This design comes from an exercise in tuning for small area and a short achievable clock period on the open sky130 flow, not from production work. Only simulation tests tie the RTL to the original design; equivalence was not proved. No driver is modelled on the clock port, so clocking that relies on it looks cheaper here than on a real chip. Power and IR drop assume default switching activity.

## flow/design.v (module list and top-level ports; edited modules follow where they fit)
// module sg_nand2: 1 lines
// module sg_nand3: 1 lines
// module sg_nor2: 1 lines
// module sg_nor2b: 1 lines
// module sg_inv: 1 lines
// module sg_xor2: 1 lines
// module sg_xnor2: 1 lines
// module sg_aoi21: 1 lines
// module sg_oai21: 1 lines
// module add_out: 976 lines
// module add_q: 836 lines
// module Scrambler: 72 lines
module Scrambler(
  input         clock,
  input         reset,
  input  [63:0] io_in,
  output [63:0] io_out
);
  // ...
==> flow/flow/run.sh <==
#!/bin/bash
# Layout flow: the standard flow (standard.sh, the ORFS make targets), run
# in two steps.  The layout differs from the standard flow in these settings
# only:
#  - synthesis is the standard one with ABC told that each gate drives a
#    1 fF load (ABC_LOAD_IN_FF=1; sky130hd's default is 5).  The adders are
#    written as one-gate modules that synthesis maps one at a time, and with
#    the default load ABC maps each to a larger drive strength than most
#    need (a21oi_2, nor2b_4); the resizer later upsizes the gates that timing
#    needs.  The registers are those of the standard synthesis;
#  - the pins are placed by flow/io.tcl (ORFS IO_CONSTRAINTS): io_in[i] and
#    io_out[i] side by side along the bottom edge in bit order, so that the
#    adder between them can be placed compactly;
#  - the port buffers that buffer_ports inserts are plain buffers (buf_2)
#    rather than the delay cell it would pick on its own;
#  - the resizer may swap a cell for one of another footprint
#    (MATCH_CELL_FOOTPRINT=0; sky130hd's platform config sets it to 1);
#  - after CTS, flow/post_cts.tcl (ORFS POST_CTS_TCL hook) runs a second
#    round of timing repair.
# Each step's full output goes to its own log file in the work folder.
set -euo pipefail
here=$(pwd)
bash standard.sh ABC_LOAD_IN_FF=1 synth > run_synth.log 2>&1
bash standard.sh "IO_CONSTRAINTS=$here/flow/io.tcl" IO_PIN_STEP=2 \
  "BUFFER_PORTS_ARGS=-buffer_cell sky130_fd_sc_hd__buf_2" \
  MATCH_CELL_FOOTPRINT=0 "POST_CTS_TCL=$here/flow/post_cts.tcl" finish > run_layout.log 2>&1
==> flow/flow/io.tcl <==
# Pin placement, sourced at the end of floorplanning (ORFS IO_CONSTRAINTS).
# io_in[i] and io_out[i] sit side by side along the bottom edge, in bit order
# (bit 0 at the left), so that the io_in -> io_out adder can be placed as a
# compact strip next to its pins.  clock and reset go on the left edge.
set die [ord::get_die_area]
set W [expr {[lindex $die 2] - [lindex $die 0]}]
set H [expr {[lindex $die 3] - [lindex $die 1]}]
set pitch 0.46
set offset 0.23
set step $::env(IO_PIN_STEP)
set n 128
set span [expr {($n - 1) * $step * $pitch}]
set k [expr {int((($W - $span) / 2.0 - $offset) / $pitch)}]
for {set i 0} {$i < 64} {incr i} {
  foreach p [list "io_in\[$i\]" "io_out\[$i\]"] {
    place_pin -pin_name $p -layer met2 \
      -location [list [expr {$offset + $k * $pitch}] 0.242] -force_to_die_boundary
    incr k $step
  }
}
# the left edge's horizontal pins use met3 on a 0.68 um pitch (offset 0.34)
set row [expr {int(($H / 2.0 - 0.34) / 0.68)}]
place_pin -pin_name clock -layer met3 \
  -location [list 0.4 [expr {0.34 + $row * 0.68}]] -force_to_die_boundary
place_pin -pin_name reset -layer met3 \
  -location [list 0.4 [expr {0.34 + ($row + 8) * 0.68}]] -force_to_die_boundary
==> flow/flow/post_cts.tcl <==
# Sourced at the end of ORFS's CTS step (POST_CTS_TCL), after its own timing
# repair and detailed placement: a second round of setup repair over every
# violating endpoint (against the same margin), then hold repair, then
# detailed placement again to legalize what the repair changed.
log_cmd estimate_parasitics -placement
log_cmd repair_timing -setup -setup_margin $::env(SETUP_SLACK_MARGIN) -repair_tns 100 -verbose
log_cmd repair_timing -hold -hold_margin 0 -verbose
log_cmd detailed_placement
check_placement -verbose
==> flow/standard.sh <==
#!/bin/bash
# synth_recipe.tcl (not shown) runs the flow's synth.tcl, then flattens the netlist and writes it again
# the make line also repeats each setting of config.mk as NAME=value (left out here)
make -C /OpenROAD-flow-scripts/flow DESIGN_CONFIG=/design/flow/config.mk WORK_HOME=/design/flow/orfs CLKGATE_MAP_FILE= SYNTH_SCRIPT=/design/flow/synth_recipe.tcl "${@:-finish}"
==> flow/config.mk <==
export PLATFORM = sky130hd
export DESIGN_NAME = Scrambler
export DESIGN_NICKNAME = Scrambler
export VERILOG_FILES = /design/flow/design.v
export SDC_FILE = /design/flow/constraint.sdc
export NUM_CORES = 4
export LEC_CHECK = 0
export CAP_MARGIN = 20
export CORE_MARGIN = 2
export CORE_UTILIZATION = 65
export CTS_CLUSTER_DIAMETER = 80
export CTS_CLUSTER_SIZE = 32
export SETUP_SLACK_MARGIN = 2.5
export SLEW_MARGIN = 20
export SYNTH_HIERARCHICAL = 1
export SYNTH_MINIMUM_KEEP_SIZE = 0
export TNS_END_PERCENT = 5
==> flow/constraint.sdc <==
create_clock -name core_clock -period 6.0 [get_ports {clock}]
set_input_delay 1.2000 -clock core_clock [delete_from_list [all_inputs] [get_ports {clock}]]
set_output_delay 1.2000 -clock core_clock [all_outputs]
set_load 0.01 [all_outputs]
==> results.py, run 1 <==
metrics = {
    "run_status": {
        "status": "finished clean",
    },
    "drt": {
        "wl_met2_um": 33500,
        "via_per_inst": 4.84,
        "dr.pass1.iters": 7,
        "top_layer_used": "met5",
        "ant_nets": 0,
        "vias": 16878,
    },
    "layout": {
        "synthToLayoutAreaGrowth_pct": 13.5,
        "buffers": 212,
        "seqCellArea_mm2": 0.0296,
        "multi_input_comb_area_mm2": 0.00623,
    },
    "clock_tree": {
        "clkSinkCount": 1479,
        "clock_latency_ns": 0.64,
    },
    "floorplan": {
        "die_height_um": 236,
        "coreArea_mm2": 0.0536,
    },
    "pwr": {
        "power_frac_seq_pct": 69.8,
        "power_mw": 15.4,
        "p_sw_share_pct": 20.2,
        "switching_power_mw": 3.12,
        "top_power_group": "sequential cells",
    },
    "logic_synthesis": {
        "synthSimpleGateAreaFrac_pct": 6.79,
        "yosysUniqueCellTypes": 18,
        "avgSynthCellArea_um2": 13.9,
        "synthMostInstantiatedCell": "dfxtp_1",
    },
    "timing": {
        "fmaxAchievable_mhz": 229,
        "rsz0062_at_grt": "true",
        "hold_viol_final": 0,
    },
    "grt": {
        "use_met2_pct": 42.7,
        "grt_pass1_wl_um": 95800,
    },
    "min_path": {
        "hold_start": "p3[34]$_DFF_P_",
    },
    "worst_setup_path": {
        "r2r-end": "q1[63]$_DFF_P_",
        "crit_start": "io_in[32]",
        "cpPeakStageDelay_ns": 0.25,
        "path_class": "in2out",
        "cp.depth": 13,
    },
}
==> module Scrambler, before the edit <==
module Scrambler(
  input         clock,
  input         reset,
  input  [63:0] io_in,
  output [63:0] io_out
);
  reg [63:0] p1;
  reg [63:0] p2;
  reg [63:0] p3;
  reg [63:0] p4;
  reg [63:0] p5;
  reg [63:0] p6;
  reg [63:0] q1;
  reg [63:0] q2;
  reg [63:0] q3;
  reg [63:0] q4;
  reg [63:0] q5;
  reg [63:0] q6;
  reg [63:0] q7;
  reg [63:0] q8;
  reg [63:0] q9;
  reg [63:0] q10;
  reg [63:0] q11;
  reg [63:0] q12;
  reg [63:0] q13;
  reg [63:0] q14;
  reg [63:0] q15;
  reg [63:0] q16;
  reg [63:0] q17;
  reg  [4:0] cnt;    
  reg        m6;     
  reg        m18;    
  wire m18_next = !reset && (m18 || cnt == 5'd17);
  wire m6_next  = !reset && (m6 || cnt == 5'd5);
  add_out u_out (.a(io_in), .b(q17), .s(io_out));
  wire [63:0] q1_next;   
  add_q u_q (.a(p1), .b(p6), .m(m6), .s(q1_next));
  always @(posedge clock) begin
    p1  <= io_out;
    p2  <= p1;
    p3  <= p2;
    p4  <= p3;
    p5  <= p4;
    p6  <= p5;
    q1  <= q1_next;
    q2 <= q1;
    q3 <= q2;
    q4 <= q3;
    q5 <= q4;
    q6 <= q5;
    q7 <= q6;
    q8 <= q7;
    q9 <= q8;
    q10 <= q9;
    q11 <= q10;
    q12 <= q11;
    q13 <= q12;
    q14 <= q13;
    q15 <= q14;
    q16 <= q15;
    q17 <= m18_next ? ~q16 : 64'h0;
  end
  always @(posedge clock) begin
    if (reset) begin
      cnt <= 5'd0;
    end else if (!m18) begin
      cnt <= cnt + 5'd1;
    end
    m6  <= m6_next;
    m18 <= m18_next;
  end
endmodule
==> run 2: changes to the inputs <==
--- a/flow/design.v
+++ b/flow/design.v
@@ -978,17 +978,17 @@
   sg_xor2 u512 (.a(x_57), .b(g7_56), .y(s[57]));
   sg_xnor2 u513 (.a(x_58), .b(g6_57), .y(s[58]));
   sg_xor2 u514 (.a(x_59), .b(g7_58), .y(s[59]));
   sg_xor2 u515 (.a(x_60), .b(g6_59), .y(s[60]));
   sg_xor2 u516 (.a(x_61), .b(g7_60), .y(s[61]));
   sg_xor2 u517 (.a(x_62), .b(g6_61), .y(s[62]));
   sg_xor2 u518 (.a(x_63), .b(g7_62), .y(s[63]));
 endmodule
-module add_q(input [63:0] a, input [63:0] b, input m, output [63:0] s);
+module add_q(input [63:0] a, input [63:0] b, output [63:0] s);
   wire g0_0;
   wire p0_0;
   wire x_0;
   wire g0_1;
   wire p0_1;
   wire x_1;
   wire g0_2;
   wire p0_2;
@@ -1364,207 +1364,207 @@
   wire g9_51_n;
   wire g11_52;
   wire g11_54;
   wire g11_56;
   wire g11_58;
   wire g9_59_n;
   wire g11_60;
   wire g11_62;
-  sg_nand3 u1 (.a(a[0]), .b(b[0]), .c(m), .y(g0_0));
-  sg_aoi21 u2 (.a1(b[0]), .a2(m), .b1(a[0]), .y(p0_0));
+  sg_nand2 u1 (.a(a[0]), .b(b[0]), .y(g0_0));
+  sg_nor2 u2 (.a(a[0]), .b(b[0]), .y(p0_0));
   sg_nor2b u3 (.a(p0_0), .b_n(g0_0), .y(x_0));
-  sg_nand3 u4 (.a(a[1]), .b(b[1]), .c(m), .y(g0_1));
-  sg_aoi21 u5 (.a1(b[1]), .a2(m), .b1(a[1]), .y(p0_1));
+  sg_nand2 u4 (.a(a[1]), .b(b[1]), .y(g0_1));
+  sg_nor2 u5 (.a(a[1]), .b(b[1]), .y(p0_1));
   sg_nor2b u6 (.a(p0_1), .b_n(g0_1), .y(x_1));
-  sg_nand3 u7 (.a(a[2]), .b(b[2]), .c(m), .y(g0_2));
-  sg_aoi21 u8 (.a1(b[2]), .a2(m), .b1(a[2]), .y(p0_2));
+  sg_nand2 u7 (.a(a[2]), .b(b[2]), .y(g0_2));
+  sg_nor2 u8 (.a(a[2]), .b(b[2]), .y(p0_2));
   sg_nor2b u9 (.a(p0_2), .b_n(g0_2), .y(x_2));
-  sg_nand3 u10 (.a(a[3]), .b(b[3]), .c(m), .y(g0_3));
-  sg_aoi21 u11 (.a1(b[3]), .a2(m), .b1(a[3]), .y(p0_3));
+  sg_nand2 u10 (.a(a[3]), .b(b[3]), .y(g0_3));
+  sg_nor2 u11 (.a(a[3]), .b(b[3]), .y(p0_3));
   sg_nor2b u12 (.a(p0_3), .b_n(g0_3), .y(x_3));
-  sg_nand3 u13 (.a(a[4]), .b(b[4]), .c(m), .y(g0_4));
-  sg_aoi21 u14 (.a1(b[4]), .a2(m), .b1(a[4]), .y(p0_4));
+  sg_nand2 u13 (.a(a[4]), .b(b[4]), .y(g0_4));
+  sg_nor2 u14 (.a(a[4]), .b(b[4]), .y(p0_4));
   sg_nor2b u15 (.a(p0_4), .b_n(g0_4), .y(x_4));
-  sg_nand3 u16 (.a(a[5]), .b(b[5]), .c(m), .y(g0_5));
-  sg_aoi21 u17 (.a1(b[5]), .a2(m), .b1(a[5]), .y(p0_5));
+  sg_nand2 u16 (.a(a[5]), .b(b[5]), .y(g0_5));
+  sg_nor2 u17 (.a(a[5]), .b(b[5]), .y(p0_5));
   sg_nor2b u18 (.a(p0_5), .b_n(g0_5), .y(x_5));
-  sg_nand3 u19 (.a(a[6]), .b(b[6]), .c(m), .y(g0_6));
-  sg_aoi21 u20 (.a1(b[6]), .a2(m), .b1(a[6]), .y(p0_6));
+  sg_nand2 u19 (.a(a[6]), .b(b[6]), .y(g0_6));
+  sg_nor2 u20 (.a(a[6]), .b(b[6]), .y(p0_6));
   sg_nor2b u21 (.a(p0_6), .b_n(g0_6), .y(x_6));
-  sg_nand3 u22 (.a(a[7]), .b(b[7]), .c(m), .y(g0_7));
-  sg_aoi21 u23 (.a1(b[7]), .a2(m), .b1(a[7]), .y(p0_7));
+  sg_nand2 u22 (.a(a[7]), .b(b[7]), .y(g0_7));
+  sg_nor2 u23 (.a(a[7]), .b(b[7]), .y(p0_7));
   sg_nor2b u24 (.a(p0_7), .b_n(g0_7), .y(x_7));
-  sg_nand3 u25 (.a(a[8]), .b(b[8]), .c(m), .y(g0_8));
-  sg_aoi21 u26 (.a1(b[8]), .a2(m), .b1(a[8]), .y(p0_8));
+  sg_nand2 u25 (.a(a[8]), .b(b[8]), .y(g0_8));
+  sg_nor2 u26 (.a(a[8]), .b(b[8]), .y(p0_8));
   sg_nor2b u27 (.a(p0_8), .b_n(g0_8), .y(x_8));
-  sg_nand3 u28 (.a(a[9]), .b(b[9]), .c(m), .y(g0_9));
-  sg_aoi21 u29 (.a1(b[9]), .a2(m), .b1(a[9]), .y(p0_9));
+  sg_nand2 u28 (.a(a[9]), .b(b[9]), .y(g0_9));
+  sg_nor2 u29 (.a(a[9]), .b(b[9]), .y(p0_9));
   sg_nor2b u30 (.a(p0_9), .b_n(g0_9), .y(x_9));
-  sg_nand3 u31 (.a(a[10]), .b(b[10]), .c(m), .y(g0_10));
-  sg_aoi21 u32 (.a1(b[10]), .a2(m), .b1(a[10]), .y(p0_10));
+  sg_nand2 u31 (.a(a[10]), .b(b[10]), .y(g0_10));
+  sg_nor2 u32 (.a(a[10]), .b(b[10]), .y(p0_10));
   sg_nor2b u33 (.a(p0_10), .b_n(g0_10), .y(x_10));
-  sg_nand3 u34 (.a(a[11]), .b(b[11]), .c(m), .y(g0_11));
-  sg_aoi21 u35 (.a1(b[11]), .a2(m), .b1(a[11]), .y(p0_11));
+  sg_nand2 u34 (.a(a[11]), .b(b[11]), .y(g0_11));
+  sg_nor2 u35 (.a(a[11]), .b(b[11]), .y(p0_11));
   sg_nor2b u36 (.a(p0_11), .b_n(g0_11), .y(x_11));
-  sg_nand3 u37 (.a(a[12]), .b(b[12]), .c(m), .y(g0_12));
-  sg_aoi21 u38 (.a1(b[12]), .a2(m), .b1(a[12]), .y(p0_12));
+  sg_nand2 u37 (.a(a[12]), .b(b[12]), .y(g0_12));
+  sg_nor2 u38 (.a(a[12]), .b(b[12]), .y(p0_12));
   sg_nor2b u39 (.a(p0_12), .b_n(g0_12), .y(x_12));
-  sg_nand3 u40 (.a(a[13]), .b(b[13]), .c(m), .y(g0_13));
-  sg_aoi21 u41 (.a1(b[13]), .a2(m), .b1(a[13]), .y(p0_13));
+  sg_nand2 u40 (.a(a[13]), .b(b[13]), .y(g0_13));
+  sg_nor2 u41 (.a(a[13]), .b(b[13]), .y(p0_13));
   sg_nor2b u42 (.a(p0_13), .b_n(g0_13), .y(x_13));
-  sg_nand3 u43 (.a(a[14]), .b(b[14]), .c(m), .y(g0_14));
-  sg_aoi21 u44 (.a1(b[14]), .a2(m), .b1(a[14]), .y(p0_14));
+  sg_nand2 u43 (.a(a[14]), .b(b[14]), .y(g0_14));
+  sg_nor2 u44 (.a(a[14]), .b(b[14]), .y(p0_14));
   sg_nor2b u45 (.a(p0_14), .b_n(g0_14), .y(x_14));
-  sg_nand3 u46 (.a(a[15]), .b(b[15]), .c(m), .y(g0_15));
-  sg_aoi21 u47 (.a1(b[15]), .a2(m), .b1(a[15]), .y(p0_15));
+  sg_nand2 u46 (.a(a[15]), .b(b[15]), .y(g0_15));
+  sg_nor2 u47 (.a(a[15]), .b(b[15]), .y(p0_15));
   sg_nor2b u48 (.a(p0_15), .b_n(g0_15), .y(x_15));
-  sg_nand3 u49 (.a(a[16]), .b(b[16]), .c(m), .y(g0_16));
-  sg_aoi21 u50 (.a1(b[16]), .a2(m), .b1(a[16]), .y(p0_16));
+  sg_nand2 u49 (.a(a[16]), .b(b[16]), .y(g0_16));
+  sg_nor2 u50 (.a(a[16]), .b(b[16]), .y(p0_16));
   sg_nor2b u51 (.a(p0_16), .b_n(g0_16), .y(x_16));
-  sg_nand3 u52 (.a(a[17]), .b(b[17]), .c(m), .y(g0_17));
-  sg_aoi21 u53 (.a1(b[17]), .a2(m), .b1(a[17]), .y(p0_17));
+  sg_nand2 u52 (.a(a[17]), .b(b[17]), .y(g0_17));
+  sg_nor2 u53 (.a(a[17]), .b(b[17]), .y(p0_17));
   sg_nor2b u54 (.a(p0_17), .b_n(g0_17), .y(x_17));
-  sg_nand3 u55 (.a(a[18]), .b(b[18]), .c(m), .y(g0_18));
-  sg_aoi21 u56 (.a1(b[18]), .a2(m), .b1(a[18]), .y(p0_18));
+  sg_nand2 u55 (.a(a[18]), .b(b[18]), .y(g0_18));
+  sg_nor2 u56 (.a(a[18]), .b(b[18]), .y(p0_18));
   sg_nor2b u57 (.a(p0_18), .b_n(g0_18), .y(x_18));
-  sg_nand3 u58 (.a(a[19]), .b(b[19]), .c(m), .y(g0_19));
-  sg_aoi21 u59 (.a1(b[19]), .a2(m), .b1(a[19]), .y(p0_19));
+  sg_nand2 u58 (.a(a[19]), .b(b[19]), .y(g0_19));
+  sg_nor2 u59 (.a(a[19]), .b(b[19]), .y(p0_19));
   sg_nor2b u60 (.a(p0_19), .b_n(g0_19), .y(x_19));
-  sg_nand3 u61 (.a(a[20]), .b(b[20]), .c(m), .y(g0_20));
-  sg_aoi21 u62 (.a1(b[20]), .a2(m), .b1(a[20]), .y(p0_20));
+  sg_nand2 u61 (.a(a[20]), .b(b[20]), .y(g0_20));
+  sg_nor2 u62 (.a(a[20]), .b(b[20]), .y(p0_20));
   sg_nor2b u63 (.a(p0_20), .b_n(g0_20), .y(x_20));
-  sg_nand3 u64 (.a(a[21]), .b(b[21]), .c(m), .y(g0_21));
-  sg_aoi21 u65 (.a1(b[21]), .a2(m), .b1(a[21]), .y(p0_21));
+  sg_nand2 u64 (.a(a[21]), .b(b[21]), .y(g0_21));
+  sg_nor2 u65 (.a(a[21]), .b(b[21]), .y(p0_21));
   sg_nor2b u66 (.a(p0_21), .b_n(g0_21), .y(x_21));
-  sg_nand3 u67 (.a(a[22]), .b(b[22]), .c(m), .y(g0_22));
-  sg_aoi21 u68 (.a1(b[22]), .a2(m), .b1(a[22]), .y(p0_22));
+  sg_nand2 u67 (.a(a[22]), .b(b[22]), .y(g0_22));
+  sg_nor2 u68 (.a(a[22]), .b(b[22]), .y(p0_22));
   sg_nor2b u69 (.a(p0_22), .b_n(g0_22), .y(x_22));
-  sg_nand3 u70 (.a(a[23]), .b(b[23]), .c(m), .y(g0_23));
-  sg_aoi21 u71 (.a1(b[23]), .a2(m), .b1(a[23]), .y(p0_23));
+  sg_nand2 u70 (.a(a[23]), .b(b[23]), .y(g0_23));
+  sg_nor2 u71 (.a(a[23]), .b(b[23]), .y(p0_23));
   sg_nor2b u72 (.a(p0_23), .b_n(g0_23), .y(x_23));
-  sg_nand3 u73 (.a(a[24]), .b(b[24]), .c(m), .y(g0_24));
-  sg_aoi21 u74 (.a1(b[24]), .a2(m), .b1(a[24]), .y(p0_24));
+  sg_nand2 u73 (.a(a[24]), .b(b[24]), .y(g0_24));
+  sg_nor2 u74 (.a(a[24]), .b(b[24]), .y(p0_24));
   sg_nor2b u75 (.a(p0_24), .b_n(g0_24), .y(x_24));
-  sg_nand3 u76 (.a(a[25]), .b(b[25]), .c(m), .y(g0_25));
-  sg_aoi21 u77 (.a1(b[25]), .a2(m), .b1(a[25]), .y(p0_25));
+  sg_nand2 u76 (.a(a[25]), .b(b[25]), .y(g0_25));
+  sg_nor2 u77 (.a(a[25]), .b(b[25]), .y(p0_25));
   sg_nor2b u78 (.a(p0_25), .b_n(g0_25), .y(x_25));
-  sg_nand3 u79 (.a(a[26]), .b(b[26]), .c(m), .y(g0_26));
-  sg_aoi21 u80 (.a1(b[26]), .a2(m), .b1(a[26]), .y(p0_26));
+  sg_nand2 u79 (.a(a[26]), .b(b[26]), .y(g0_26));
+  sg_nor2 u80 (.a(a[26]), .b(b[26]), .y(p0_26));
   sg_nor2b u81 (.a(p0_26), .b_n(g0_26), .y(x_26));
-  sg_nand3 u82 (.a(a[27]), .b(b[27]), .c(m), .y(g0_27));
-  sg_aoi21 u83 (.a1(b[27]), .a2(m), .b1(a[27]), .y(p0_27));
+  sg_nand2 u82 (.a(a[27]), .b(b[27]), .y(g0_27));
+  sg_nor2 u83 (.a(a[27]), .b(b[27]), .y(p0_27));
   sg_nor2b u84 (.a(p0_27), .b_n(g0_27), .y(x_27));
-  sg_nand3 u85 (.a(a[28]), .b(b[28]), .c(m), .y(g0_28));
-  sg_aoi21 u86 (.a1(b[28]), .a2(m), .b1(a[28]), .y(p0_28));
+  sg_nand2 u85 (.a(a[28]), .b(b[28]), .y(g0_28));
+  sg_nor2 u86 (.a(a[28]), .b(b[28]), .y(p0_28));
   sg_nor2b u87 (.a(p0_28), .b_n(g0_28), .y(x_28));
-  sg_nand3 u88 (.a(a[29]), .b(b[29]), .c(m), .y(g0_29));
-  sg_aoi21 u89 (.a1(b[29]), .a2(m), .b1(a[29]), .y(p0_29));
+  sg_nand2 u88 (.a(a[29]), .b(b[29]), .y(g0_29));
+  sg_nor2 u89 (.a(a[29]), .b(b[29]), .y(p0_29));
   sg_nor2b u90 (.a(p0_29), .b_n(g0_29), .y(x_29));
-  sg_nand3 u91 (.a(a[30]), .b(b[30]), .c(m), .y(g0_30));
-  sg_aoi21 u92 (.a1(b[30]), .a2(m), .b1(a[30]), .y(p0_30));
+  sg_nand2 u91 (.a(a[30]), .b(b[30]), .y(g0_30));
+  sg_nor2 u92 (.a(a[30]), .b(b[30]), .y(p0_30));
   sg_nor2b u93 (.a(p0_30), .b_n(g0_30), .y(x_30));
-  sg_nand3 u94 (.a(a[31]), .b(b[31]), .c(m), .y(g0_31));
-  sg_aoi21 u95 (.a1(b[31]), .a2(m), .b1(a[31]), .y(p0_31));
+  sg_nand2 u94 (.a(a[31]), .b(b[31]), .y(g0_31));
+  sg_nor2 u95 (.a(a[31]), .b(b[31]), .y(p0_31));
   sg_nor2b u96 (.a(p0_31), .b_n(g0_31), .y(x_31));
-  sg_nand3 u97 (.a(a[32]), .b(b[32]), .c(m), .y(g0_32));
-  sg_aoi21 u98 (.a1(b[32]), .a2(m), .b1(a[32]), .y(p0_32));
+  sg_nand2 u97 (.a(a[32]), .b(b[32]), .y(g0_32));
+  sg_nor2 u98 (.a(a[32]), .b(b[32]), .y(p0_32));
   sg_nor2b u99 (.a(p0_32), .b_n(g0_32), .y(x_32));
-  sg_nand3 u100 (.a(a[33]), .b(b[33]), .c(m), .y(g0_33));
-  sg_aoi21 u101 (.a1(b[33]), .a2(m), .b1(a[33]), .y(p0_33));
+  sg_nand2 u100 (.a(a[33]), .b(b[33]), .y(g0_33));
+  sg_nor2 u101 (.a(a[33]), .b(b[33]), .y(p0_33));
   sg_nor2b u102 (.a(p0_33), .b_n(g0_33), .y(x_33));
-  sg_nand3 u103 (.a(a[34]), .b(b[34]), .c(m), .y(g0_34));
-  sg_aoi21 u104 (.a1(b[34]), .a2(m), .b1(a[34]), .y(p0_34));
+  sg_nand2 u103 (.a(a[34]), .b(b[34]), .y(g0_34));
+  sg_nor2 u104 (.a(a[34]), .b(b[34]), .y(p0_34));
   sg_nor2b u105 (.a(p0_34), .b_n(g0_34), .y(x_34));
-  sg_nand3 u106 (.a(a[35]), .b(b[35]), .c(m), .y(g0_35));
-  sg_aoi21 u107 (.a1(b[35]), .a2(m), .b1(a[35]), .y(p0_35));
+  sg_nand2 u106 (.a(a[35]), .b(b[35]), .y(g0_35));
+  sg_nor2 u107 (.a(a[35]), .b(b[35]), .y(p0_35));
   sg_nor2b u108 (.a(p0_35), .b_n(g0_35), .y(x_35));
-  sg_nand3 u109 (.a(a[36]), .b(b[36]), .c(m), .y(g0_36));
-  sg_aoi21 u110 (.a1(b[36]), .a2(m), .b1(a[36]), .y(p0_36));
+  sg_nand2 u109 (.a(a[36]), .b(b[36]), .y(g0_36));
+  sg_nor2 u110 (.a(a[36]), .b(b[36]), .y(p0_36));
   sg_nor2b u111 (.a(p0_36), .b_n(g0_36), .y(x_36));
-  sg_nand3 u112 (.a(a[37]), .b(b[37]), .c(m), .y(g0_37));
-  sg_aoi21 u113 (.a1(b[37]), .a2(m), .b1(a[37]), .y(p0_37));
+  sg_nand2 u112 (.a(a[37]), .b(b[37]), .y(g0_37));
+  sg_nor2 u113 (.a(a[37]), .b(b[37]), .y(p0_37));
   sg_nor2b u114 (.a(p0_37), .b_n(g0_37), .y(x_37));
-  sg_nand3 u115 (.a(a[38]), .b(b[38]), .c(m), .y(g0_38));
-  sg_aoi21 u116 (.a1(b[38]), .a2(m), .b1(a[38]), .y(p0_38));
+  sg_nand2 u115 (.a(a[38]), .b(b[38]), .y(g0_38));
+  sg_nor2 u116 (.a(a[38]), .b(b[38]), .y(p0_38));
   sg_nor2b u117 (.a(p0_38), .b_n(g0_38), .y(x_38));
-  sg_nand3 u118 (.a(a[39]), .b(b[39]), .c(m), .y(g0_39));
-  sg_aoi21 u119 (.a1(b[39]), .a2(m), .b1(a[39]), .y(p0_39));
+  sg_nand2 u118 (.a(a[39]), .b(b[39]), .y(g0_39));
+  sg_nor2 u119 (.a(a[39]), .b(b[39]), .y(p0_39));
   sg_nor2b u120 (.a(p0_39), .b_n(g0_39), .y(x_39));
-  sg_nand3 u121 (.a(a[40]), .b(b[40]), .c(m), .y(g0_40));
-  sg_aoi21 u122 (.a1(b[40]), .a2(m), .b1(a[40]), .y(p0_40));
+  sg_nand2 u121 (.a(a[40]), .b(b[40]), .y(g0_40));
+  sg_nor2 u122 (.a(a[40]), .b(b[40]), .y(p0_40));
   sg_nor2b u123 (.a(p0_40), .b_n(g0_40), .y(x_40));
-  sg_nand3 u124 (.a(a[41]), .b(b[41]), .c(m), .y(g0_41));
-  sg_aoi21 u125 (.a1(b[41]), .a2(m), .b1(a[41]), .y(p0_41));
+  sg_nand2 u124 (.a(a[41]), .b(b[41]), .y(g0_41));
+  sg_nor2 u125 (.a(a[41]), .b(b[41]), .y(p0_41));
   sg_nor2b u126 (.a(p0_41), .b_n(g0_41), .y(x_41));
-  sg_nand3 u127 (.a(a[42]), .b(b[42]), .c(m), .y(g0_42));
-  sg_aoi21 u128 (.a1(b[42]), .a2(m), .b1(a[42]), .y(p0_42));
+  sg_nand2 u127 (.a(a[42]), .b(b[42]), .y(g0_42));
+  sg_nor2 u128 (.a(a[42]), .b(b[42]), .y(p0_42));
   sg_nor2b u129 (.a(p0_42), .b_n(g0_42), .y(x_42));
-  sg_nand3 u130 (.a(a[43]), .b(b[43]), .c(m), .y(g0_43));
-  sg_aoi21 u131 (.a1(b[43]), .a2(m), .b1(a[43]), .y(p0_43));
+  sg_nand2 u130 (.a(a[43]), .b(b[43]), .y(g0_43));
+  sg_nor2 u131 (.a(a[43]), .b(b[43]), .y(p0_43));
   sg_nor2b u132 (.a(p0_43), .b_n(g0_43), .y(x_43));
-  sg_nand3 u133 (.a(a[44]), .b(b[44]), .c(m), .y(g0_44));
-  sg_aoi21 u134 (.a1(b[44]), .a2(m), .b1(a[44]), .y(p0_44));
+  sg_nand2 u133 (.a(a[44]), .b(b[44]), .y(g0_44));
+  sg_nor2 u134 (.a(a[44]), .b(b[44]), .y(p0_44));
   sg_nor2b u135 (.a(p0_44), .b_n(g0_44), .y(x_44));
-  sg_nand3 u136 (.a(a[45]), .b(b[45]), .c(m), .y(g0_45));
-  sg_aoi21 u137 (.a1(b[45]), .a2(m), .b1(a[45]), .y(p0_45));
+  sg_nand2 u136 (.a(a[45]), .b(b[45]), .y(g0_45));
+  sg_nor2 u137 (.a(a[45]), .b(b[45]), .y(p0_45));
   sg_nor2b u138 (.a(p0_45), .b_n(g0_45), .y(x_45));
-  sg_nand3 u139 (.a(a[46]), .b(b[46]), .c(m), .y(g0_46));
-  sg_aoi21 u140 (.a1(b[46]), .a2(m), .b1(a[46]), .y(p0_46));
+  sg_nand2 u139 (.a(a[46]), .b(b[46]), .y(g0_46));
+  sg_nor2 u140 (.a(a[46]), .b(b[46]), .y(p0_46));
   sg_nor2b u141 (.a(p0_46), .b_n(g0_46), .y(x_46));
-  sg_nand3 u142 (.a(a[47]), .b(b[47]), .c(m), .y(g0_47));
-  sg_aoi21 u143 (.a1(b[47]), .a2(m), .b1(a[47]), .y(p0_47));
+  sg_nand2 u142 (.a(a[47]), .b(b[47]), .y(g0_47));
+  sg_nor2 u143 (.a(a[47]), .b(b[47]), .y(p0_47));
   sg_nor2b u144 (.a(p0_47), .b_n(g0_47), .y(x_47));
-  sg_nand3 u145 (.a(a[48]), .b(b[48]), .c(m), .y(g0_48));
-  sg_aoi21 u146 (.a1(b[48]), .a2(m), .b1(a[48]), .y(p0_48));
+  sg_nand2 u145 (.a(a[48]), .b(b[48]), .y(g0_48));
+  sg_nor2 u146 (.a(a[48]), .b(b[48]), .y(p0_48));
   sg_nor2b u147 (.a(p0_48), .b_n(g0_48), .y(x_48));
-  sg_nand3 u148 (.a(a[49]), .b(b[49]), .c(m), .y(g0_49));
-  sg_aoi21 u149 (.a1(b[49]), .a2(m), .b1(a[49]), .y(p0_49));
+  sg_nand2 u148 (.a(a[49]), .b(b[49]), .y(g0_49));
+  sg_nor2 u149 (.a(a[49]), .b(b[49]), .y(p0_49));
   sg_nor2b u150 (.a(p0_49), .b_n(g0_49), .y(x_49));
-  sg_nand3 u151 (.a(a[50]), .b(b[50]), .c(m), .y(g0_50));
-  sg_aoi21 u152 (.a1(b[50]), .a2(m), .b1(a[50]), .y(p0_50));
+  sg_nand2 u151 (.a(a[50]), .b(b[50]), .y(g0_50));
+  sg_nor2 u152 (.a(a[50]), .b(b[50]), .y(p0_50));
   sg_nor2b u153 (.a(p0_50), .b_n(g0_50), .y(x_50));
-  sg_nand3 u154 (.a(a[51]), .b(b[51]), .c(m), .y(g0_51));
-  sg_aoi21 u155 (.a1(b[51]), .a2(m), .b1(a[51]), .y(p0_51));
+  sg_nand2 u154 (.a(a[51]), .b(b[51]), .y(g0_51));
+  sg_nor2 u155 (.a(a[51]), .b(b[51]), .y(p0_51));
   sg_nor2b u156 (.a(p0_51), .b_n(g0_51), .y(x_51));
-  sg_nand3 u157 (.a(a[52]), .b(b[52]), .c(m), .y(g0_52));
-  sg_aoi21 u158 (.a1(b[52]), .a2(m), .b1(a[52]), .y(p0_52));
+  sg_nand2 u157 (.a(a[52]), .b(b[52]), .y(g0_52));
+  sg_nor2 u158 (.a(a[52]), .b(b[52]), .y(p0_52));
   sg_nor2b u159 (.a(p0_52), .b_n(g0_52), .y(x_52));
-  sg_nand3 u160 (.a(a[53]), .b(b[53]), .c(m), .y(g0_53));
-  sg_aoi21 u161 (.a1(b[53]), .a2(m), .b1(a[53]), .y(p0_53));
+  sg_nand2 u160 (.a(a[53]), .b(b[53]), .y(g0_53));
+  sg_nor2 u161 (.a(a[53]), .b(b[53]), .y(p0_53));
   sg_nor2b u162 (.a(p0_53), .b_n(g0_53), .y(x_53));
-  sg_nand3 u163 (.a(a[54]), .b(b[54]), .c(m), .y(g0_54));
-  sg_aoi21 u164 (.a1(b[54]), .a2(m), .b1(a[54]), .y(p0_54));
+  sg_nand2 u163 (.a(a[54]), .b(b[54]), .y(g0_54));
+  sg_nor2 u164 (.a(a[54]), .b(b[54]), .y(p0_54));
   sg_nor2b u165 (.a(p0_54), .b_n(g0_54), .y(x_54));
-  sg_nand3 u166 (.a(a[55]), .b(b[55]), .c(m), .y(g0_55));
-  sg_aoi21 u167 (.a1(b[55]), .a2(m), .b1(a[55]), .y(p0_55));
+  sg_nand2 u166 (.a(a[55]), .b(b[55]), .y(g0_55));
+  sg_nor2 u167 (.a(a[55]), .b(b[55]), .y(p0_55));
   sg_nor2b u168 (.a(p0_55), .b_n(g0_55), .y(x_55));
-  sg_nand3 u169 (.a(a[56]), .b(b[56]), .c(m), .y(g0_56));
-  sg_aoi21 u170 (.a1(b[56]), .a2(m), .b1(a[56]), .y(p0_56));
+  sg_nand2 u169 (.a(a[56]), .b(b[56]), .y(g0_56));
+  sg_nor2 u170 (.a(a[56]), .b(b[56]), .y(p0_56));
   sg_nor2b u171 (.a(p0_56), .b_n(g0_56), .y(x_56));
-  sg_nand3 u172 (.a(a[57]), .b(b[57]), .c(m), .y(g0_57));
-  sg_aoi21 u173 (.a1(b[57]), .a2(m), .b1(a[57]), .y(p0_57));
+  sg_nand2 u172 (.a(a[57]), .b(b[57]), .y(g0_57));
+  sg_nor2 u173 (.a(a[57]), .b(b[57]), .y(p0_57));
   sg_nor2b u174 (.a(p0_57), .b_n(g0_57), .y(x_57));
-  sg_nand3 u175 (.a(a[58]), .b(b[58]), .c(m), .y(g0_58));
-  sg_aoi21 u176 (.a1(b[58]), .a2(m), .b1(a[58]), .y(p0_58));
+  sg_nand2 u175 (.a(a[58]), .b(b[58]), .y(g0_58));
+  sg_nor2 u176 (.a(a[58]), .b(b[58]), .y(p0_58));
   sg_nor2b u177 (.a(p0_58), .b_n(g0_58), .y(x_58));
-  sg_nand3 u178 (.a(a[59]), .b(b[59]), .c(m), .y(g0_59));
-  sg_aoi21 u179 (.a1(b[59]), .a2(m), .b1(a[59]), .y(p0_59));
+  sg_nand2 u178 (.a(a[59]), .b(b[59]), .y(g0_59));
+  sg_nor2 u179 (.a(a[59]), .b(b[59]), .y(p0_59));
   sg_nor2b u180 (.a(p0_59), .b_n(g0_59), .y(x_59));
-  sg_nand3 u181 (.a(a[60]), .b(b[60]), .c(m), .y(g0_60));
-  sg_aoi21 u182 (.a1(b[60]), .a2(m), .b1(a[60]), .y(p0_60));
+  sg_nand2 u181 (.a(a[60]), .b(b[60]), .y(g0_60));
+  sg_nor2 u182 (.a(a[60]), .b(b[60]), .y(p0_60));
   sg_nor2b u183 (.a(p0_60), .b_n(g0_60), .y(x_60));
-  sg_nand3 u184 (.a(a[61]), .b(b[61]), .c(m), .y(g0_61));
-  sg_aoi21 u185 (.a1(b[61]), .a2(m), .b1(a[61]), .y(p0_61));
+  sg_nand2 u184 (.a(a[61]), .b(b[61]), .y(g0_61));
+  sg_nor2 u185 (.a(a[61]), .b(b[61]), .y(p0_61));
   sg_nor2b u186 (.a(p0_61), .b_n(g0_61), .y(x_61));
-  sg_nand3 u187 (.a(a[62]), .b(b[62]), .c(m), .y(g0_62));
-  sg_aoi21 u188 (.a1(b[62]), .a2(m), .b1(a[62]), .y(p0_62));
+  sg_nand2 u187 (.a(a[62]), .b(b[62]), .y(g0_62));
+  sg_nor2 u188 (.a(a[62]), .b(b[62]), .y(p0_62));
   sg_nor2b u189 (.a(p0_62), .b_n(g0_62), .y(x_62));
-  sg_nand3 u190 (.a(a[63]), .b(b[63]), .c(m), .y(g0_63));
-  sg_aoi21 u191 (.a1(b[63]), .a2(m), .b1(a[63]), .y(p0_63));
+  sg_nand2 u190 (.a(a[63]), .b(b[63]), .y(g0_63));
+  sg_nor2 u191 (.a(a[63]), .b(b[63]), .y(p0_63));
   sg_nor2b u192 (.a(p0_63), .b_n(g0_63), .y(x_63));
   sg_oai21 u193 (.a1(p0_1), .a2(g0_0), .b1(g0_1), .y(g1_1));
   sg_oai21 u194 (.a1(p0_3), .a2(g0_2), .b1(g0_3), .y(g1_3));
   sg_nor2 u195 (.a(p0_3), .b(p0_2), .y(p1_3));
   sg_oai21 u196 (.a1(p0_5), .a2(g0_4), .b1(g0_5), .y(g1_5));
   sg_nor2 u197 (.a(p0_5), .b(p0_4), .y(p1_5));
   sg_oai21 u198 (.a1(p0_7), .a2(g0_6), .b1(g0_7), .y(g1_7));
   sg_nor2 u199 (.a(p0_7), .b(p0_6), .y(p1_7));
@@ -1850,24 +1850,24 @@
   reg [63:0] q17;
   reg  [4:0] cnt;    
   reg        m6;     
   reg        m18;    
   wire m18_next = !reset && (m18 || cnt == 5'd17);
   wire m6_next  = !reset && (m6 || cnt == 5'd5);
   add_out u_out (.a(io_in), .b(q17), .s(io_out));
   wire [63:0] q1_next;   
-  add_q u_q (.a(p1), .b(p6), .m(m6), .s(q1_next));
+  add_q u_q (.a(p1), .b(p6), .s(q1_next));
   always @(posedge clock) begin
     p1  <= io_out;
     p2  <= p1;
     p3  <= p2;
     p4  <= p3;
     p5  <= p4;
-    p6  <= p5;
+    p6  <= m6_next ? p5 : 64'h0;
     q1  <= q1_next;
     q2 <= q1;
     q3 <= q2;
     q4 <= q3;
     q5 <= q4;
     q6 <= q5;
     q7 <= q6;
     q8 <= q7;
==> flow/flow/run.sh (replaced) <==
#!/bin/bash
# Layout flow: the standard flow (standard.sh, the ORFS make targets), run
# in two steps.  Synthesis is the standard one, unchanged.  The rest of the
# layout differs from the standard flow in these settings only:
#  - the pins are placed by flow/io.tcl (ORFS IO_CONSTRAINTS): io_in[i] and
#    io_out[i] side by side along the bottom edge in bit order, so that the
#    adder between them can be placed compactly;
#  - the port buffers that buffer_ports inserts are plain buffers (buf_2)
#    rather than the delay cell it would pick on its own;
#  - the resizer may swap a cell for one of another footprint
#    (MATCH_CELL_FOOTPRINT=0; sky130hd's platform config sets it to 1).
# Each step's full output goes to its own log file in the work folder.
set -euo pipefail
here=$(pwd)
bash standard.sh synth > run_synth.log 2>&1
bash standard.sh "IO_CONSTRAINTS=$here/flow/io.tcl" IO_PIN_STEP=2 \
  "BUFFER_PORTS_ARGS=-buffer_cell sky130_fd_sc_hd__buf_2" \
  MATCH_CELL_FOOTPRINT=0 finish > run_layout.log 2>&1
removed: flow/flow/post_cts.tcl
==> run 2 against run 1 <==
  * Highest routed layer is now met4
  * Clock skew rose by 0.016 ns
  * Core utilization fell by 1.4 points
  * Via count rose by 0.19%
  * Still clean on timing, DRC and antenna
  * Global-route usage fell by 1.3 points
  * Flip-flop and latch count did not move
  * Die area rose by 4.4%
  * Critical path type unchanged
  * Worst setup slack got worse by 0.15 ns
  * Worst hold slack got worse by 0.00065 ns
==> results.py, run 2 <==
metrics = {
    "drt": {
        "drcViolationCount": 0,
        "via_per_inst": 4.72,
        "top_layer_used": "met4",
        "vias": 16910,
        "wl_met2_um": 32500,
        "wl_um": 63100,
        "dr.pass1.iters": 4,
        "drtIter0Drc": 735,
        "wl_met1_um": 24000,
        "ant_nets": 0,
        "wl_met3_um": 1640,
        "wl_per_cell_um": 17.6,
    },
    "pwr": {
        "clock_power_share_pct": 28.2,
        "cellPowerDensity_mw_per_mm2": 380,
        "p_sw_share_pct": 20.3,
        "peakVddDrop_mv": 0.333,
        "power_frac_seq_pct": 69.2,
        "internal_power_mw": 12.4,
        "switching_power_mw": 3.15,
        "combPwrFrac_pct": 2.5,
        "power_leakage_nw": 17.7,
        "power_mw": 15.5,
    },
    "grt": {
        "grt_pass1_wl_um": 93000,
        "grt_max_degree": 66,
        "antenna_found_initial": 11,
        "grt_overflow": 0,
        "grt_usage_pct": 21.5,
        "grt_pass1_vias": 16967,
    },
    "clock_tree": {
        "clk_pin_slew_ns": 0.10,
        "h-tree-depth": 2,
        "clock_latency_ns": 0.66,
        "hold_buffers": 0,
        "cts_tree": "done",
        "clock-root-buffer": "clkbuf_16",
        "cts_buffer_depth": 3,
        "cts_made_buffers": 54,
        "clkSinkCount": 1479,
    },
    "logic_synthesis": {
        "synth_nets": 2658,
        "synth_area_leader_cell": "dfxtp_1",
        "synth_edf_count": 0,
        "synthTopCellsByCount": "dfxtp_1, nor2_1, nand2_1",
        "synthMostInstantiatedCell": "dfxtp_1",
        "netlist_area_mm2": 0.0366,
        "synthesis.instances": 2590,
        "yosysUniqueCellTypes": 21,
        "yosysTopAreaCellShare_pct": 80.8,
        "synth.area.top_cells": "dfxtp_1, nor2b_4, nor2_1, o21ai_1, a21oi_2",
        "async_flop_share_pct": 0,
        "synth_top_flop_cell": "dfxtp_1",
        "yosysWarningCount": 7,
        "ys_ff_latch": 1479,
        "avgSynthCellArea_um2": 14.1,
        "seq_area_frac_synth_pct": 80.8,
    },
    "timing": {
        "setup_tns_ns": 0,
        "fmaxAchievable_mhz": 222,
        "finalSetupViolCount": 0,
        "finalWorstSetupSlack_ns": 1.50,
        "max_slew_margin_pct": 41.5,
        "rsz0062_at_grt": "true",
        "hold_viol_final": 0,
        "clock_skew_ns": 0.0521,
        "period_share_pct": 75.1,
        "tightest_slew_ns": 0.878,
        "final-max-slew-violation-count": 0,
        "hold_ws_ns": 0.314,
        "period_minus_slack_ns": 4.50,
    },
    "worst_setup_path": {
        "regToRegStartpoint": "p1[0]$_DFF_P_",
        "endpoint_kind": "output pin",
        "worstPathRequired_ns": 4.80,
        "r2r-end": "q1[63]$_DFF_P_",
        "path_class": "in2out",
        "r2r_cells": 13,
        "r2r_setup_slack_ns": 1.91,
        "crit_fanout": 5,
        "start_kind": "primary input",
        "crit_start": "io_in[16]",
        "cp_data_arrival_time_ns": 3.30,
        "critPathCapture": "io_out[36]",
    },
    "layout": {
        "finalNetCount": 2885,
        "finalNonFillerCells": 3582,
        "mostFrequentLayoutCells": "dfxtp_1, nor2_1, nand2_1",
        "synthToLayoutAreaGrowth_pct": 11.4,
        "mostFrequentLayoutCell": "dfxtp_1",
        "drive_above_1_share_pct": 21.0,
    },
    "floorplan": {
        "fp.dieW_um": 241,
        "pin_count": 0,
        "rows": 87,
        "die_area_mm2": 0.0583,
        "coreArea_mm2": 0.0561,
        "start_util_pct": 65.3,
        "die_height_um": 241,
    },
    "placement": {
        "gp_congestion": 0.914,
        "portBuffers": 129,
        "dp_hpwl_um": 43900,
        "placed_cells": 3465,
        "place_ws_ns": 1.12,
    },
    "min_path": {
        "hold_path.class": "reg2reg",
        "hold_start": "q14[1]$_DFF_P_",
    },
    "job": {
        "drv_cap": 0,
    },
    "run_status": {
        "status": "finished clean",
    },
}
run 2: how the worst min path moves through the flow:
stage | endpoint | slack (ns) | cells after the start
final | q15[1]$_DFF_P_ | 0.31 | 0
after global routing | q13[1]$_DFF_P_ | 0.31 | 0
after CTS | q15[1]$_DFF_P_ | 0.31 | 0
after detailed placement | q5[12]$_DFF_P_ | 0.31 | 0
after global placement | q10[22]$_DFF_P_ | 0.31 | 0
after floorplan | p3[0]$_DFF_P_ | 0.31 | 0
run 2: what timing repair did:
action	4_1_cts	5_1_grt
buffers inserted	30	21
gates cloned	1	0
pin swaps	30	43
setup endpoints to repair	74	83
resized for setup	82	99
run 2: power groups by stage:
stage / clock, mW / sequential [mW] / combinational (mW)
finish: 4.38 / 10.7 / 0.394
global placement: 0 / 10.9 / 0.345
global route: 4.82 / 10.8 / 0.422
floorplan: 0 / 10.8 / 0.234
detailed placement: 0 / 11.0 / 0.351
CTS: 4.49 / 10.8 / 0.374
run 2: Yosys stat by module, one instance, submodules excluded, a selection:
| module | copies in the design | cell area, um2 | cells | flops+latches |
|---|---|---|---|---|
| sg_xnor2 | 58 | 8.76 | 1 | 0 |
| sg_nor2 | 209 | 3.75 | 1 | 0 |
| sg_oai21 | 170 | 5.00 | 1 | 0 |
| Scrambler | 1 | 30500 | 1644 | 1479 |
| sg_inv | 57 | 3.75 | 1 | 0 |
| sg_nor2b | 128 | 13.8 | 1 | 0 |
| sg_nand2 | 174 | 3.75 | 1 | 0 |
| add_out | 1 | 7.51 | 1 | 0 |
| sg_aoi21 | 81 | 8.76 | 1 | 0 |
| sg_xor2 | 68 | 8.76 | 1 | 0 |
run 2: worst max-delay path, stage by stage:
cell	delay, ns
buf_2	0.12
nand2_1	0.10
o21ai_2	0.20
a21oi_2	0.12
o21ai_4	0.21
a21oi_2	0.10
o21ai_4	0.15
clkinv_4	0.17
buf_6	0.15
o21ai_4	0.16
xor2_1	0.39
buf_2	0.22
run 2: cells by family (layout without fill, tap and decap cells):
| kind of cell | count (synthesis) | count (layout) | share of synthesized area [%] |
|---|---|---|---|
| flops | 1479 | 1479 | 80.8 |
| compound gates | 254 | 254 | 4.31 |
| simple gates | 650 | 650 | 10.7 |
| other cells | 0 | 4 | 0 |
| xor+xnor | 130 | 130 | 3.11 |
| fa+ha+maj | 2 | 2 | 0.0683 |
| buf+inv | 75 | 307 | 1.01 |
run 2: area by class of cell:
class                      instances  area, um2
sequential                      1479      29600
fill                            3578      15300
multi-input combinational       1036       7380
clock buffer                      54       1350
timing repair buffer             185       1130
tap                              756        946
inverter                          60        230
clock inverter                     7        131
antenna                            4       10.0
timing repair inverter             1       6.26
run 2: layer usage:
| layer | track usage [%] | vias to the layer above |
|---|---|---|
| met5 | 0 | - |
| met2 | 39.6 | 248 |
| met1 | 22.6 | 7977 |
| met3 | 3.38 | 189 |
| li1 | - | 8496 |
| met4 | 14.7 | 0 |
run 2: per-stage QoR:
stage	util, %	instance area, um2
after floorplan	-	36700
after global routing	72.8	40800
after global placement	68.2	38200
after CTS	71.8	40200
after detailed placement	68.2	38200
final	72.8	40800
==> run 3: changes to the inputs <==
==> flow/flow/run.sh (replaced) <==
#!/bin/bash
# Layout flow: the standard flow (standard.sh, the ORFS make targets), run
# in two steps.  The layout differs from the standard flow in these settings
# only:
#  - synthesis is the standard one with ABC told that each gate drives a
#    1 fF load (ABC_LOAD_IN_FF=1; sky130hd's default is 5).  The adders are
#    written as one-gate modules that synthesis maps one at a time, and with
#    the default load ABC maps each to a larger drive strength than most
#    need (a21oi_2, nor2b_4); the resizer later upsizes the gates that timing
#    needs.  The registers are those of the standard synthesis;
#  - the pins are placed by flow/io.tcl (ORFS IO_CONSTRAINTS): io_in[i] and
#    io_out[i] side by side along the bottom edge in bit order, so that the
#    adder between them can be placed compactly;
#  - the port buffers that buffer_ports inserts are plain buffers (buf_2)
#    rather than the delay cell it would pick on its own;
#  - the resizer may swap a cell for one of another footprint
#    (MATCH_CELL_FOOTPRINT=0; sky130hd's platform config sets it to 1).
# Each step's full output goes to its own log file in the work folder.
set -euo pipefail
here=$(pwd)
bash standard.sh ABC_LOAD_IN_FF=1 synth > run_synth.log 2>&1
bash standard.sh "IO_CONSTRAINTS=$here/flow/io.tcl" IO_PIN_STEP=2 \
  "BUFFER_PORTS_ARGS=-buffer_cell sky130_fd_sc_hd__buf_2" \
  MATCH_CELL_FOOTPRINT=0 finish > run_layout.log 2>&1
--- a/flow/config.mk
+++ b/flow/config.mk
@@ -10,6 +10,7 @@
 export CORE_UTILIZATION = 65
 export CTS_CLUSTER_DIAMETER = 80
 export CTS_CLUSTER_SIZE = 32
+export PLACE_DENSITY = 0.75
 export SETUP_SLACK_MARGIN = 2.5
 export SLEW_MARGIN = 20
 export SYNTH_HIERARCHICAL = 1
==> run 3 against run 2 <==
  * Wire length is 1.5% lower
  * Global-route usage increased by 0.39 points
  * Flip-flop and latch count stayed put
  * Power down 0.16%
  * Register-to-register slack got worse by 0.05 ns
  * Area after synthesis shrank 3.4%
  * Critical path type unchanged
  * Sequential share of layout area rose by 3.1 points
  * Clock power is 1% higher
  * Maximum frequency grew 1.4%
  * Core utilization shrank 0.11 points
  * Via count fell by 0.37%
  * Highest routed layer unchanged
  * Combinational power decreased by 22%
==> results.py, run 3 <==
metrics = {
    "run_status": {
        "status": "finished clean",
    },
    "timing": {
        "max_slew_margin_pct": 37.3,
        "tightest_slew_ns": 0.941,
        "period_share_pct": 74.1,
        "clock_skew_ns": 0.0241,
        "fmaxAchievable_mhz": 225,
        "final-max-slew-violation-count": 0,
        "finalSetupViolCount": 0,
        "setup_tns_ns": 0,
        "hold_viol_final": 0,
        "period_minus_slack_ns": 4.44,
        "rsz0062_at_grt": "true",
    },
    "logic_synthesis": {
        "netlist_area_mm2": 0.0354,
        "synth_area_leader_cell": "dfxtp_1",
        "yosysWarningCount": 7,
        "synth_top_flop_cell": "dfxtp_1",
        "yosysTopAreaCellShare_pct": 83.7,
        "seq_area_frac_synth_pct": 83.7,
        "synth.area.top_cells": "dfxtp_1, nor2_1, o21ai_1, nor2b_1, nand2_1",
        "synthesis.instances": 2590,
        "synth_nets": 2658,
        "async_flop_share_pct": 0,
        "synthTopCellsByCount": "dfxtp_1, nor2_1, nand2_1",
        "synthMostInstantiatedCell": "dfxtp_1",
        "synth_edf_count": 0,
        "ys_ff_latch": 1479,
        "yosysUniqueCellTypes": 23,
        "avgSynthCellArea_um2": 13.7,
    },
    "floorplan": {
        "die_height_um": 237,
        "pin_count": 0,
        "die_area_mm2": 0.0563,
        "coreArea_mm2": 0.0538,
        "fp.dieW_um": 237,
        "start_util_pct": 65.8,
        "rows": 85,
    },
    "worst_setup_path": {
        "start_kind": "primary input",
        "crit_start": "io_in[33]",
        "crit_fanout": 4,
        "cp_data_arrival_time_ns": 3.24,
        "endpoint_kind": "output pin",
        "path_class": "in2out",
        "worstPathRequired_ns": 4.80,
        "regToRegStartpoint": "p1[0]$_DFF_P_",
    },
    "layout": {
        "drive_above_1_share_pct": 12.1,
        "seqCellArea_mm2": 0.0296,
        "final_cell_area_mm2": 0.0391,
        "mostFrequentLayoutCell": "dfxtp_1",
        "n_fill_cell": 3540,
        "synthToLayoutAreaGrowth_pct": 10.5,
        "multi_input_comb_area_mm2": 0.00593,
        "mostFrequentLayoutCells": "dfxtp_1, nor2_1, nand2_1",
        "finalNetCount": 2862,
    },
    "drt": {
        "via_per_inst": 4.81,
        "vias": 16848,
        "wl_per_cell_um": 17.8,
        "drtIter0Drc": 839,
        "wl_um": 62200,
        "drcViolationCount": 0,
        "ant_nets": 0,
        "dr.pass1.iters": 4,
    },
    "pwr": {
        "cellPowerDensity_mw_per_mm2": 396,
        "power_leakage_nw": 16.1,
        "power_mw": 15.5,
        "peakVddDrop_mv": 0.287,
    },
    "min_path": {
        "hold_start": "q13[36]$_DFF_P_",
        "hold_path.class": "reg2reg",
    },
    "clock_tree": {
        "h-tree-depth": 2,
        "clk_pin_slew_ns": 0.11,
        "cts_made_buffers": 54,
        "cts_tree": "done",
        "clkSinkCount": 1479,
        "clock-root-buffer": "clkbuf_16",
        "cts_buffer_depth": 3,
        "clock_latency_ns": 0.64,
    },
    "grt": {
        "grt_max_degree": 66,
        "grt_pass1_vias": 17124,
        "grt_pass1_wl_um": 92800,
        "antenna_found_initial": 9,
        "grt_usage_pct": 21.9,
        "grt_overflow": 0,
    },
    "placement": {
        "placed_area_mm2": 0.0369,
        "dp_hpwl_um": 42400,
        "portBuffers": 129,
        "gp_congestion": 0.858,
    },
    "job": {
        "drv_cap": 0,
    },
}
run 3: changes by cell type after synthesis, moves of 5 or more:
cell,delta
a21oi_2,-80
a21oi_1,+80
nor2b_4,-128
and2_0,+57
and2_1,-60
nor2b_1,+128
buf_8,+5
run 3: Yosys stat by module, one instance, submodules excluded, a selection:
module     copies in the design  cells  area (um2)  flops+latches
add_out                       1      1        7.51              0
sg_aoi21                     81      1        5.00              0
Scrambler                     1   1644       30600           1479
sg_nor2b                    128      1        6.26              0
sg_xnor2                     58      1        8.76              0
sg_nand2                    174      1        3.75              0
sg_xor2                      68      1        8.76              0
sg_oai21                    170      1        5.00              0
sg_nor2                     209      1        3.75              0
sg_inv                       57      1        3.75              0
run 3: final cells by class:
cell class,instances,share of cell area (%)
inverters,60,0.589
multi-input cells,1036,15.2
clock inverters,7,0.349
repair inverters,1,0.0160
diodes,3,0.0192
well taps,696,2.23
repair buffers,162,2.38
clock buffers,56,3.53
flip-flops and latches,1479,75.7
run 3: logic make-up (layout without fill, tap and decap cells):
family / after synthesis / in the layout / share of synthesized area [%]
AO/OA/AOI/OAI: 254 / 254 / 3.61
other: 0 / 3 / 0
buffers and inverters: 75 / 286 / 1.12
AND/OR/NAND/NOR: 650 / 650 / 8.34
flip-flops: 1479 / 1479 / 83.7
adder cells (fa/ha/maj): 2 / 2 / 0.0707
XOR/XNOR: 130 / 130 / 3.22
run 3: what timing repair did:
action                     4_1_cts  5_1_grt
gates cloned                     1        0
resized for setup               35       80
pin swaps                       19       39
setup endpoints to repair       74       85
buffers inserted                18       13
hold buffers                     0        0
run 3: final timing paths:
| check | endpoint | slack [ns] | cells after the start |
|---|---|---|---|
| setup / recovery | io_out[55] | 1.56 | 12 |
| hold / removal | q14[36]$_DFF_P_ | 0.32 | 0 |
| setup reg to reg | q1[63]$_DFF_P_ | 1.86 | 13 |
| hold reg to reg | q14[36]$_DFF_P_ | 0.32 | 0 |
run 3: per-stage QoR:
| step | utilization (%) | setup slack [ns] | hold WS (ns) | instances |
|---|---|---|---|---|
| detailed placement | 68.6 | 1.16 | 0.312 | 3402 |
| finish | 72.7 | 1.56 | 0.324 | 3500 |
| global route | 72.7 | 1.49 | 0.326 | 3500 |
| CTS | 71.9 | 1.48 | 0.324 | 3484 |
| global placement | 68.6 | 1.19 | 0.310 | 3402 |
| floorplan | - | 2.04 | 0.310 | 2590 |
run 3: power breakdown:
group | total [mW] | internal [mW] | switching, mW
Clock | 4.44 | 1.74 | 2.70
Sequential | 10.7 | 10.5 | 0.208
Combinational | 0.306 | 0.110 | 0.196
run 3: critical path, cell delays in order:
cell	delay (ns)
buf_2	0.12
nor2_1	0.19
o21ai_1	0.13
a21oi_2	0.24
o21ai_2	0.14
a21oi_2	0.21
buf_4	0.15
o21ai_1	0.08
a21oi_2	0.16
o21ai_1	0.14
xor2_2	0.29
buf_2	0.19
run 3: layer usage:
metal  global-route usage, %  routed length (um)
met1                    23.5               23900
met2                    39.7               31600
met3                    2.73                1400
met4                    16.4                5310
met5                       0                   0
==> run 4: changes to the inputs <==
--- a/flow/config.mk
+++ b/flow/config.mk
@@ -10,7 +10,6 @@
 export CORE_UTILIZATION = 65
 export CTS_CLUSTER_DIAMETER = 80
 export CTS_CLUSTER_SIZE = 32
-export PLACE_DENSITY = 0.75
 export SETUP_SLACK_MARGIN = 2.5
 export SLEW_MARGIN = 20
 export SYNTH_HIERARCHICAL = 1
==> run 4 against run 3 <==
  * Still clean
  * Non-clock buffer count rose by 13
  * Maximum frequency rose by 1.7%
  * Sequential power barely moved
  * First-iteration DRC count fell by 12%
  * Critical endpoint is now io_out[59]
==> results.py, run 4 <==
metrics = {
    "run_status": {
        "status": "finished clean",
    },
    "drt": {
        "drcViolationCount": 0,
        "wl_um": 61900,
        "vias": 16838,
        "via_per_inst": 4.79,
        "dr.pass1.iters": 7,
        "wl_per_cell_um": 17.6,
        "drtIter0Drc": 741,
        "ant_nets": 0,
    },
    "placement": {
        "placed_area_mm2": 0.0369,
        "gp_congestion": 0.883,
        "dp_hpwl_um": 42000,
        "portBuffers": 129,
    },
    "clock_tree": {
        "cts_made_buffers": 54,
        "clock_latency_ns": 0.64,
        "h-tree-depth": 2,
        "clock-root-buffer": "clkbuf_16",
        "hold_buffers": 0,
        "clk_pin_slew_ns": 0.11,
        "cts_buffer_depth": 3,
        "clkSinkCount": 1479,
        "cts_tree": "done",
    },
    "worst_setup_path": {
        "crit_fanout": 6,
        "r2r_setup_slack_ns": 1.98,
        "start_kind": "primary input",
        "path_class": "in2out",
        "regToRegStartpoint": "p1[0]$_DFF_P_",
        "r2r_cells": 13,
        "cp_data_arrival_time_ns": 3.17,
        "r2r-end": "q1[63]$_DFF_P_",
        "endpoint_kind": "output pin",
        "worstPathRequired_ns": 4.80,
    },
    "logic_synthesis": {
        "synth_top_flop_cell": "dfxtp_1",
        "synth_edf_count": 0,
        "avgSynthCellArea_um2": 13.7,
        "synthTopCellsByCount": "dfxtp_1, nor2_1, nand2_1",
        "yosysTopAreaCellShare_pct": 83.7,
        "seq_area_frac_synth_pct": 83.7,
        "yosysUniqueCellTypes": 23,
        "synthMostInstantiatedCell": "dfxtp_1",
        "netlist_area_mm2": 0.0354,
        "synth_nets": 2658,
        "ys_ff_latch": 1479,
        "synthesis.instances": 2590,
        "async_flop_share_pct": 0,
        "yosysWarningCount": 7,
        "synth.area.top_cells": "dfxtp_1, nor2_1, o21ai_1, nor2b_1, nand2_1",
        "synth_area_leader_cell": "dfxtp_1",
    },
    "layout": {
        "utilization_pct": 73.4,
        "drive_above_1_share_pct": 13.8,
        "mostFrequentLayoutCell": "dfxtp_1",
        "final_cell_area_mm2": 0.0395,
        "multi_input_comb_area_mm2": 0.00614,
        "seqCellArea_mm2": 0.0296,
        "mostFrequentLayoutCells": "dfxtp_1, nor2_1, nand2_1",
        "finalNetCount": 2875,
        "n_fill_cell": 3471,
        "synthToLayoutAreaGrowth_pct": 11.6,
    },
    "min_path": {
        "hold_end": "q16[5]$_DFF_P_",
        "hold_start": "q15[5]$_DFF_P_",
        "hold_path.class": "reg2reg",
        "worstHoldPathCells": 0,
    },
    "floorplan": {
        "pin_count": 0,
        "coreArea_mm2": 0.0538,
        "die_area_mm2": 0.0563,
        "start_util_pct": 65.8,
        "fp.dieW_um": 237,
        "die_height_um": 237,
        "rows": 85,
    },
    "grt": {
        "grt_pass1_wl_um": 93000,
        "grt_overflow": 0,
        "grt_max_degree": 66,
        "grt_pass1_vias": 16938,
        "grt_usage_pct": 22.0,
        "antenna_found_initial": 8,
    },
    "timing": {
        "period_share_pct": 72.9,
        "setup_tns_ns": 0,
        "finalSetupViolCount": 0,
        "clock_skew_ns": 0.0333,
        "period_minus_slack_ns": 4.37,
        "final-max-slew-violation-count": 0,
        "hold_viol_final": 0,
        "fmaxAchievable_mhz": 229,
        "tightest_slew_ns": 0.872,
        "rsz0062_at_grt": "true",
        "max_slew_margin_pct": 41.9,
    },
    "pwr": {
        "cellPowerDensity_mw_per_mm2": 393,
        "peakVddDrop_mv": 0.372,
        "power_leakage_nw": 16.2,
    },
    "job": {
        "drv_cap": 0,
    },
}
==> run 4: cell counts after synthesis <==
Identical to the previous run, type by type.
==> run 4: how the worst max path moves through the flow <==
| stage | cells after the start | startpoint | end |
|---|---|---|---|
| after global placement | 13 | io_in[0] | io_out[49] |
| after CTS | 15 | io_in[0] | io_out[61] |
| after global routing | 15 | io_in[8] | io_out[37] |
| final | 13 | io_in[7] | io_out[59] |
| after floorplan | 11 | io_in[0] | io_out[63] |
| after detailed placement | 13 | io_in[0] | io_out[49] |
==> run 4: what timing repair did <==
item	4_1_cts	5_1_grt
gates cloned	1	0
pin swaps	37	36
gates resized for setup	96	87
setup endpoints to repair	76	90
buffers inserted	27	17
==> run 4: power by group <==
part           switching, mW  internal (mW)  total (mW)
Combinational          0.198          0.116       0.314
Sequential             0.209           10.5        10.7
Clock                   2.68           1.78        4.47
==> run 4: per-stage QoR <==
| stage | setup WS (ns) | hold slack, ns | cells | total power, mW |
|---|---|---|---|---|
| after CTS | 1.62 | 0.315 | 3493 | 15.6 |
| final | 1.63 | 0.312 | 3513 | 15.5 |
| after floorplan | 2.04 | 0.310 | 2590 | 11.0 |
| after global placement | 1.15 | 0.309 | 3402 | 11.2 |
| after detailed placement | 1.09 | 0.312 | 3402 | 11.2 |
| after global routing | 1.58 | 0.318 | 3512 | 16.1 |
==> run 4: area by class of cell <==
cell class              count  share of cell area [%]
diodes                      3                  0.0190
flip-flops and latches   1479                    75.0
repair buffers            175                    2.71
clock inverters             8                   0.437
clock buffers              55                    3.49
repair inverters            1                  0.0285
multi-input cells        1036                    15.6
well taps                 696                    2.21
inverters                  60                   0.583
==> run 4: logic make-up after synthesis <==
kind of cell	after synthesis	share of synthesized area (%)
AND/OR/NAND/NOR	650	8.34
buffers and inverters	75	1.12
flip-flops	1479	83.7
adder cells (fa/ha/maj)	2	0.0707
XOR/XNOR	130	3.22
AO/OA/AOI/OAI	254	3.61
==> run 4: metal layers <==
metal / up-vias / share of wire, % / track usage [%]
met5: - / 0 / 0
met4: 0 / 7.9 / 15.0
met3: 184 / 2.6 / 3.01
met2: 264 / 51 / 40.1
met1: 7921 / 38 / 23.7
li1: 8469 / - / -
==> run 4: critical path, stage by stage <==
cell and delay, ns:
buf_6 0.10, nor2_4 0.16, nor2_4 0.07, a21oi_2 0.19
o21ai_4 0.11, a21oi_4 0.24, o21ai_4 0.11, buf_6 0.14
buf_12 0.14, a21oi_4 0.16, o21ai_2 0.07, xor2_1 0.29
buf_2 0.20
==> run 4: per-module statistics from Yosys, one instance, submodules excluded, excerpt <==
module     times used  cells  cell area, um2
Scrambler           1   1644           30600
sg_nor2b          128      1            6.26
sg_xor2            68      1            8.76
sg_oai21          170      1            5.00
sg_aoi21           81      1            5.00
sg_xnor2           58      1            8.76

port drivers added, routing unchanged:
Ports are ideal in the flow. The routed layouts listed here were re-timed in OpenROAD.
Step 1 assumes that a clkbuf_16 drives the clock port and a buf_2 every other input.
Step 2 adds t to the input delays and takes it off the output delays; t is the mean of the earliest and latest rising clock arrival at the registers after step 1. Input paths then give back, and output paths get back, about the clock's delay inside the block.
a / b / c = ideal ports / drivers / drivers and shift; a / b = the first two.
| run | shift t [ns] | setup slack, ns | cell pins on the clock port's net |
|---|---|---|---|
| run 1 | 0.666 | 1.642 / 1.590 / 1.590 | 1 |
| run 2 | 0.674 | 1.495 / 1.465 / 1.465 | 1 |
| run 3 | 0.671 | 1.556 / 1.532 / 1.532 | 1 |
| run 4 | 0.669 | 1.628 / 1.595 / 1.595 | 1 |
After both steps setup and hold are still met in every run listed. For run 1, which loses most, drivers alone change the setup slack by -0.052 ns; drivers and shift together by -0.052 ns.
